Source: an optimization exercise on an open RTL-to-GDS flow (aim: small area, a short achievable clock period and few clock cycles). Production flows keep margins and buffers that such runs may drop.
Where RTL was checked, it was by simulation tests only, not by an equivalence proof against the original.
Power is estimated from default activity; no workload was simulated.

## run A
// top
module top(
    input  wire        clk,
    input  wire        rst,
    input  wire [63:0] i_data,
    input  wire        start,
    output wire [15:0] address,
    output reg         o_valid,
    output reg  [63:0] out_data,
    output reg         out_valid,
    output reg         done,
    output reg  [15:0] o_address,
    output wire [9:0]  done_cnt
);
clock: 16.0 ns
lec_check: 0
abc_area: 1
cap_margin: 20
core_margin: 2
core_utilization: 40
slew_margin: 20
standard.sh (not shown) runs the stock make flow with config.mk's settings and CLKGATE_MAP_FILE= SYNTH_SCRIPT=/design/flow/synth_recipe.tcl, a recipe that flattens the netlist after the stock synthesis.
==> flow/flow/run.sh <==
#!/bin/bash
# The standard layout (bash standard.sh), with two changes to how it is made; the clock,
# the SDC and the synthesis are unchanged:
#  - timing repair aims at a setup slack of 11.6 ns instead of 0, so the resizer keeps
#    shortening the critical paths well below the 16 ns clock period;
#  - the port buffers are buf_4 cells rather than the resizer's default choice;
#  - the clock tree uses the CTS options below (clkbuf_8 buffers, no dummy loads).
set -euo pipefail
bash standard.sh SETUP_SLACK_MARGIN=11.6 "BUFFER_PORTS_ARGS=-buffer_cell sky130_fd_sc_hd__buf_4" "CTS_ARGS=-sink_clustering_enable -repair_clock_nets -root_buf sky130_fd_sc_hd__clkbuf_16 -tree_buf sky130_fd_sc_hd__clkbuf_16 -buf_list sky130_fd_sc_hd__clkbuf_16 -sink_clustering_size 24 -sink_clustering_max_diameter 60 -dont_use_dummy_load" finish > standard_flow.log 2>&1
Testbench counts of run A, summed over its fixed seeds: cycles 2,712.
For run B, these inputs were changed with respect to run A:
- changing CORE_UTILIZATION from 40 to 65
diff --git a/flow/flow/run.sh b/flow/flow/run.sh
--- a/flow/flow/run.sh
+++ b/flow/flow/run.sh
@@ -9 +9 @@
-bash standard.sh SETUP_SLACK_MARGIN=11.6 "BUFFER_PORTS_ARGS=-buffer_cell sky130_fd_sc_hd__buf_4" "CTS_ARGS=-sink_clustering_enable -repair_clock_nets -root_buf sky130_fd_sc_hd__clkbuf_16 -tree_buf sky130_fd_sc_hd__clkbuf_16 -buf_list sky130_fd_sc_hd__clkbuf_16 -sink_clustering_size 24 -sink_clustering_max_diameter 60 -dont_use_dummy_load" finish > standard_flow.log 2>&1
+bash standard.sh SETUP_SLACK_MARGIN=11.6 "BUFFER_PORTS_ARGS=-buffer_cell sky130_fd_sc_hd__buf_4" "CTS_ARGS=-sink_clustering_enable -repair_clock_nets -root_buf sky130_fd_sc_hd__clkbuf_16 -tree_buf sky130_fd_sc_hd__clkbuf_16 -buf_list sky130_fd_sc_hd__clkbuf_16 -sink_clustering_size 20 -sink_clustering_max_diameter 50 -dont_use_dummy_load" finish > standard_flow.log 2>&1
## What came out
Run B completed end to end with timing, DRC and antenna clean.
Against run A, run B comes in 1.1% lower on final area.
Run B — largest vdd supply drop about 56% higher, run A as reference
Number of non-clock inverters came out exactly the same in run A and run B.
Changes observed in run B relative to run A: global-route wire length before repair now smaller; final wirelength now smaller; reported clock group power now larger; placer's final routability congestion estimate now larger; proportion of cell area occupied by registers now larger.
Run A → run B: overall fraction of global-route tracks in use increased 9.6 points, count of clock buffers in the final design increased 10.
[inputs] run C vs run B
- CORE_UTILIZATION now 40, was 65
diff --git a/flow/flow/run.sh b/flow/flow/run.sh
--- a/flow/flow/run.sh
+++ b/flow/flow/run.sh
@@ -9 +9 @@
-bash standard.sh SETUP_SLACK_MARGIN=11.6 "BUFFER_PORTS_ARGS=-buffer_cell sky130_fd_sc_hd__buf_4" "CTS_ARGS=-sink_clustering_enable -repair_clock_nets -root_buf sky130_fd_sc_hd__clkbuf_16 -tree_buf sky130_fd_sc_hd__clkbuf_16 -buf_list sky130_fd_sc_hd__clkbuf_16 -sink_clustering_size 20 -sink_clustering_max_diameter 50 -dont_use_dummy_load" finish > standard_flow.log 2>&1
+bash standard.sh SETUP_SLACK_MARGIN=11.6 "BUFFER_PORTS_ARGS=-buffer_cell sky130_fd_sc_hd__buf_4" "CTS_ARGS=-sink_clustering_enable -repair_clock_nets -root_buf sky130_fd_sc_hd__clkbuf_16 -tree_buf sky130_fd_sc_hd__clkbuf_16 -buf_list sky130_fd_sc_hd__clkbuf_8 -sink_clustering_size 14 -sink_clustering_max_diameter 45 -dont_use_dummy_load" finish > standard_flow.log 2>&1
Results
- The final layouts of run B and run C pass the timing, design-rule and antenna checks.
- Looking at launch point of the worst path, the out_data[54] result is from run B; the out_data[52] one comes from run C.
- Run C against run B: final worst-path cycle share grew by 0.23 points; layout clock buffer count grew by 46; cell area shows an increase of about 1.2%.
- There was hardly any difference in worst hold-check slack between run C and run B.
- Compared with run B, in run C overall fraction of global-route tracks in use saw a decrease; internal power component saw a decrease; arrival time of the worst setup path saw an increase; worst setup slack saw a decrease.
- Between run B and run C, the leakage power figure does not differ in any meaningful way.
- Area growth from synthesis to layout (run C over run B): increase, 1.4 points
- NOTE power run B->run C decreased by a few percent
What run D does differently from run C at the input level:
- a change of CORE_UTILIZATION from 40 to 70
diff --git a/flow/flow/run.sh b/flow/flow/run.sh
--- a/flow/flow/run.sh
+++ b/flow/flow/run.sh
@@ -9 +9 @@
-bash standard.sh SETUP_SLACK_MARGIN=11.6 "BUFFER_PORTS_ARGS=-buffer_cell sky130_fd_sc_hd__buf_4" "CTS_ARGS=-sink_clustering_enable -repair_clock_nets -root_buf sky130_fd_sc_hd__clkbuf_16 -tree_buf sky130_fd_sc_hd__clkbuf_16 -buf_list sky130_fd_sc_hd__clkbuf_8 -sink_clustering_size 14 -sink_clustering_max_diameter 45 -dont_use_dummy_load" finish > standard_flow.log 2>&1
+bash standard.sh SETUP_SLACK_MARGIN=11.6 "BUFFER_PORTS_ARGS=-buffer_cell sky130_fd_sc_hd__buf_4" "CTS_ARGS=-sink_clustering_enable -repair_clock_nets -root_buf sky130_fd_sc_hd__clkbuf_16 -tree_buf sky130_fd_sc_hd__clkbuf_16 -buf_list sky130_fd_sc_hd__clkbuf_8 -sink_clustering_size 18 -sink_clustering_max_diameter 55 -dont_use_dummy_load" finish > standard_flow.log 2>&1
==> comparison <==
As far as total stage count of the critical path goes, run C and run D are indistinguishable; the numbers are identical. Per the comparison of run D with run C, core utilization of the finished layout rose by 31 points; fraction of area in registers now sits higher.

========
== wip/indigo ==
Another version of the RTL of top (not shown whole).
Size in the first run: ~3,300 cells after synthesis, ~1,600 flip-flops, ~0.043 sq mm of cells after synthesis.
Design top, start of the top module:
module top(
    input  wire        clk,
    input  wire        rst,
    input  wire [63:0] i_data,
    input  wire        start,
    output wire [15:0] address,
    output reg         o_valid,
    output reg  [63:0] out_data,
    output reg         out_valid,
    output reg         done,
    output reg  [15:0] o_address,
    output wire [9:0]  done_cnt
);
    reg  [6:0] n;
    reg  [2:0] m;           
    reg        done_r;
    wire [6:0] n1 = n + 7'd1;
    assign address  = {9'd0, n};
    assign done_cnt = {9'd0, done_r};
    reg row0;               
    reg hopf;               
    reg flush;              
    reg left, right;        
    always @(posedge clk) begin
        if (rst || !start) begin
            n       <= 7'd0;
            m       <= 3'd0;
            o_valid <= 1'b1;
            row0    <= 1'b0;
            hopf    <= 1'b0;
            flush   <= 1'b0;
            left    <= 1'b0;
            right   <= 1'b0;
        end else if (n != 7'd114) begin
            n       <= n1;
            m       <= (m == 3'd4) ? 3'd0 : m + 3'd1;
            o_valid <= (n1 < 7'd100);
            row0    <= (n1 >= 7'd2)  && (n1 < 7'd7);
            hopf    <= (n1 >= 7'd3)  && (n1 < 7'd13);
            flush   <= (n1 >= 7'd102);
            left    <= (m == 3'd3);            
            right   <= (m == 3'd2);            
        end
    end
    always @(posedge clk) begin
        if (rst) begin
            out_valid <= 1'b0;
            done      <= 1'b0;
            done_r    <= 1'b0;
        end else begin
            out_valid <= start && (n >= 7'd14) && (n <= 7'd113);
            done      <= start && (n == 7'd113);
            if (start && n == 7'd113) done_r <= 1'b1;
        end
    end
    function gt16(input [15:0] a, input [15:0] b);
        reg [15:0] g, l;
        reg [7:0] g1, l1;
        reg [3:0] g2, l2;
        reg [1:0] g3, l3;
        integer i;
        begin
            g = a & ~b;
            l = ~a & b;
            for (i = 0; i < 8; i = i + 1) begin
  ...
export LEC_CHECK = 0
export CAP_MARGIN = 20
export CORE_MARGIN = 2
export CORE_UTILIZATION = 40
export SLEW_MARGIN = 20
create_clock -name core_clock -period 16.0 [get_ports {clk}]
==> flow/flow/run.sh <==
#!/bin/bash
# The standard layout (bash standard.sh), with two changes to how it is made; the clock,
# the SDC and the synthesis are unchanged:
#  - timing repair aims at a setup slack of 11.5 ns instead of 0, so the resizer keeps
#    shortening the critical paths well below the 16 ns clock period;
#  - the port buffers are buf_4 cells rather than the resizer's default choice.
set -euo pipefail
bash standard.sh SETUP_SLACK_MARGIN=11.5 "BUFFER_PORTS_ARGS=-buffer_cell sky130_fd_sc_hd__buf_4" "CTS_ARGS=-sink_clustering_enable -repair_clock_nets -buf_list sky130_fd_sc_hd__clkbuf_16 -sink_clustering_size 25 -sink_clustering_max_diameter 80 -dont_use_dummy_load" finish > standard_flow.log 2>&1
Testbench counts of wip/indigo, summed over its fixed seeds: cycles 2,736.
Changes in wip/maple relative to wip/indigo:
==> flow/flow/run.sh <==
#!/bin/bash
# The standard layout (bash standard.sh), with two changes to how it is made; the clock,
# the SDC and the synthesis are unchanged:
#  - timing repair aims at a setup slack of 11.6 ns instead of 0, so the resizer keeps
#    shortening the critical paths well below the 16 ns clock period;
#  - the port buffers are buf_4 cells rather than the resizer's default choice.
set -euo pipefail
bash standard.sh SETUP_SLACK_MARGIN=11.6 "BUFFER_PORTS_ARGS=-buffer_cell sky130_fd_sc_hd__buf_4" "CTS_ARGS=-sink_clustering_enable -repair_clock_nets -root_buf sky130_fd_sc_hd__clkbuf_16 -buf_list {sky130_fd_sc_hd__clkbuf_8 sky130_fd_sc_hd__clkbuf_16} -sink_clustering_size 16 -sink_clustering_max_diameter 50 -dont_use_dummy_load" finish > standard_flow.log 2>&1
Results
- No run among wip/maple and wip/indigo stopped early or left any final violation; all are clean.
- Delta (wip/maple minus wip/indigo): net switching component of the power rose by about 6%; achievable clock frequency up 1.0%; post-route minimum period decreased 0.045 ns; smallest setup slack after layout went up 0.045 ns.
diff inputs: wip/maple => wip/garnet
- CORE_UTILIZATION now 55, was 40
==> flow/flow/run.sh <==
#!/bin/bash
# The standard layout (bash standard.sh), with two changes to how it is made; the clock,
# the SDC and the synthesis are unchanged:
#  - timing repair aims at a setup slack of 11.5 ns instead of 0, so the resizer keeps
#    shortening the critical paths well below the 16 ns clock period;
#  - the port buffers are buf_4 cells rather than the resizer's default choice.
set -euo pipefail
bash standard.sh SETUP_SLACK_MARGIN=11.5 "BUFFER_PORTS_ARGS=-buffer_cell sky130_fd_sc_hd__buf_4" "CTS_ARGS=-sink_clustering_enable -repair_clock_nets -buf_list sky130_fd_sc_hd__clkbuf_8 -sink_clustering_size 16 -sink_clustering_max_diameter 50 -dont_use_dummy_load" finish > standard_flow.log 2>&1
Results
Synthesized cell count delta (wip/garnet -> wip/maple): insignificant. NOTE: critical path depth in wip/garnet exceeds that of wip/maple. wip/maple has a higher setup slack than wip/garnet. Relative to wip/maple, flip-flop and latch share of the layout cell area has gone up in wip/garnet. From wip/maple to wip/garnet the numbers moved as follows: final standard cell utilization of the core increased 15 points; count of placed standard cells including taps lost 7.4%; CTS H-tree depth held; number of signal-net buffers in the layout moved down.
What wip/delta does differently from wip/garnet at the input level:
- changing CORE_UTILIZATION from 55 to 40
### Flow results
Global-route usage was lower in the run labelled wip/delta. Routing usage on met1: wip/delta < wip/garnet. Of the two values seen for path type of the worst setup path, reg -> reg was produced by wip/garnet and reg -> out by wip/delta. Higher final period utilization goes to wip/garnet over wip/delta. Comparing wip/garnet and wip/delta, the higher first-iteration DRC count was measured on wip/garnet. Comparing wip/garnet and wip/delta, global-route wire length before repair is higher on wip/garnet. Die area, wip/garnet and wip/delta, higher one = wip/delta. wip/delta ended up with out_data[50] as its critical path startpoint; wip/garnet ended up with Vr[33]. Compared with wip/garnet, wip/delta shows final area that has gone up slightly. Summary of wip/delta over wip/garnet: fraction of area in multi-input gates now smaller; largest fanout on the critical path moved down; via count lower.

========
== v43 ==
top, a different RTL version from the one above (not shown whole).
Size in the first run: roughly 3200 cells after synthesis, about 1500 flip-flops.
clock: 16.0 ns
lec_check: 0
cap_margin: 20
core_margin: 2
core_utilization: 40
slew_margin: 20
run.sh (not shown) runs the stock make flow with config.mk's settings and CLKGATE_MAP_FILE= SYNTH_SCRIPT=/design/flow/synth_recipe.tcl, a recipe that flattens the netlist after the stock synthesis.
Stock flow here: none of the scripts above is used.
v43 finished every step from synthesis to the final layout, and the layout passed the timing, design-rule and antenna checks.
Changes in v37 relative to v43:
==> flow/flow/run.sh (new file) <==
#!/bin/bash
# Standard layout, with timing repair aimed at a setup slack of 11 ns (a 5 ns path)
# instead of 0, so the resizer shortens the critical paths; the clock and SDC are unchanged.
set -euo pipefail
bash standard.sh SETUP_SLACK_MARGIN=11 finish > standard_flow.log 2>&1
==> flow/standard.sh (new file) <==
#!/bin/bash
# synth_recipe.tcl (not shown) runs the flow's synth.tcl, then flattens the netlist and writes it again
# the make line also repeats each setting of config.mk as NAME=value (left out here)
make -C /OpenROAD-flow-scripts/flow DESIGN_CONFIG=/design/flow/config.mk WORK_HOME=/design/flow/orfs CLKGATE_MAP_FILE= SYNTH_SCRIPT=/design/flow/synth_recipe.tcl "${@:-finish}"
removed: flow/run.sh
### Flow results
[compare] base=v43 new=v37: delay contributed by the slowest stage of the critical path lost 470 ps; chip height neither gained nor lost much; final-layout non-clock buffer area share picked up an extra 1.6 points; number of vias after detailed routing picked up an extra 3.1%. Via density per instance (lower): v43. Number of inserted filler cells in the final layout: v37 vs v43 down 2.7%. Sort v43 and v37 by routing usage on met2, ascending, and v43 comes first. [compare] base=v43 new=v37: synthesized cell count did not really move, combinational cell fraction of total power rose by 2.0 points.
--- input diff v37..v47 ---
- putting ABC_CLOCK_PERIOD_IN_PS at 3000 where nothing was set
==> flow/run.sh (new file) <==
#!/bin/bash
# synth_recipe.tcl (not shown) runs the flow's synth.tcl, then flattens the netlist and writes it again
# the make line also repeats each setting of config.mk as NAME=value (left out here)
make -C /OpenROAD-flow-scripts/flow DESIGN_CONFIG=/design/flow/config.mk WORK_HOME=/design/flow/orfs CLKGATE_MAP_FILE= SYNTH_SCRIPT=/design/flow/synth_recipe.tcl finish
removed: flow/flow/run.sh
removed: flow/standard.sh
==> comparison <==
- Of v47 and v37, the run reporting the lower area growth from synthesis to layout was v47.
- Per the comparison of v47 with v37, power went down, number of vias in the routed layout -696.
- Total sequential power (lower): v47
- v47 has hold slack below what v37 had.
- Against v37, v47 reports a area occupied by multi-input gates that is lower.
- The standard cells in v47 occupy less silicon area than those in v37 do.
- Looking at switching component of the power, v47 sits below v37.
- | share of final layout cell area taken by non-clock buffers | v47 vs v37 | 1.6 points lower |
Inputs modified between v47 and v44:
- ABC_CLOCK_PERIOD_IN_PS: 3000 -> unset
==> flow/flow/run.sh (new file) <==
#!/bin/bash
# Standard layout, with timing repair aimed at a setup slack of 12 ns (a 4 ns path)
# instead of 0, so the resizer shortens the critical paths; the clock and SDC are unchanged.
set -euo pipefail
bash standard.sh SETUP_SLACK_MARGIN=12 finish > standard_flow.log 2>&1
==> flow/standard.sh (new file) <==
#!/bin/bash
# synth_recipe.tcl (not shown) runs the flow's synth.tcl, then flattens the netlist and writes it again
# the make line also repeats each setting of config.mk as NAME=value (left out here)
make -C /OpenROAD-flow-scripts/flow DESIGN_CONFIG=/design/flow/config.mk WORK_HOME=/design/flow/orfs CLKGATE_MAP_FILE= SYNTH_SCRIPT=/design/flow/synth_recipe.tcl "${@:-finish}"
removed: flow/run.sh
[summary]
v44 reached the final stage; the timing, design-rule and antenna checks on its layout passed.
[v44] worst setup timing slack at the placement stage rose 230 ps relative to v47
The portion of total power attributed to combinational logic in v44 was higher than what v47 gave.
Compared to v47, v44 has endpoint arrival time on the critical path 970 ps lower.
Fraction of layout instances using a drive strength above 1, v44 and v47, higher one = v44.
Relative to v47, routed wire length increased by 9.9% in v44.
Diff v47 -> v44 | iteration count of the initial detailed-routing pass | decrease of 3
When the final numbers for v44 and v47 were put side by side, the global-route usage turned out to be greater in v44.
First-pass GRT wire length | v44 above v47
No run of this note included a check of the RTL's function; only the layout flow was run.

[afterwards: timing with drivers on the ports]
The results above use ideal ports. As a check the final layouts listed here were re-extracted and re-timed, cells and wires unchanged.
Step 1 (the two cells are an assumption about what drives the block):
set clk [get_ports {clk}]
set_driving_cell -lib_cell sky130_fd_sc_hd__clkbuf_16 $clk
set_driving_cell -lib_cell sky130_fd_sc_hd__buf_2 [delete_from_list [all_inputs] $clk]
Step 2 also shifts input and output timing later by t, the mid clock arrival at the registers, as if the neighbouring blocks saw the same clock.
Slacks: ideal ports / drivers / drivers and shift; pairs: ideal ports / drivers.
run	shift t [ns]	setup WS [ns]	worst register clock-pin slew, ns
run A	0.725	11.636 / 11.567 / 11.718	0.09 / 0.09
run B	0.702	11.635 / 11.571 / 11.816	0.08 / 0.08
run C	0.752	11.599 / 11.530 / 11.738	0.09 / 0.09
run D	0.664	11.645 / 11.580 / 11.804	0.11 / 0.11
wip/indigo	0.689	11.552 / 11.517 / 11.552	0.10 / 0.10
wip/maple	0.760	11.597 / 11.530 / 11.570	0.07 / 0.07
wip/garnet	0.816	11.355 / 11.355 / 11.355	0.10 / 0.10
wip/delta	0.835	11.510 / 11.447 / 11.573	0.10 / 0.10
v43	0.802	8.688 / 8.738 / 7.935	0.07 / 0.07
v37	0.793	9.729 / 9.752 / 8.959	0.07 / 0.07
v47	0.802	8.688 / 8.738 / 7.935	0.07 / 0.07
v44	0.790	9.648 / 9.677 / 8.887	0.07 / 0.07
After both steps setup and hold are still met in every run listed. The setup slack of v37, which loses most, moves by +0.023 ns with the drivers and by -0.770 ns with both steps.
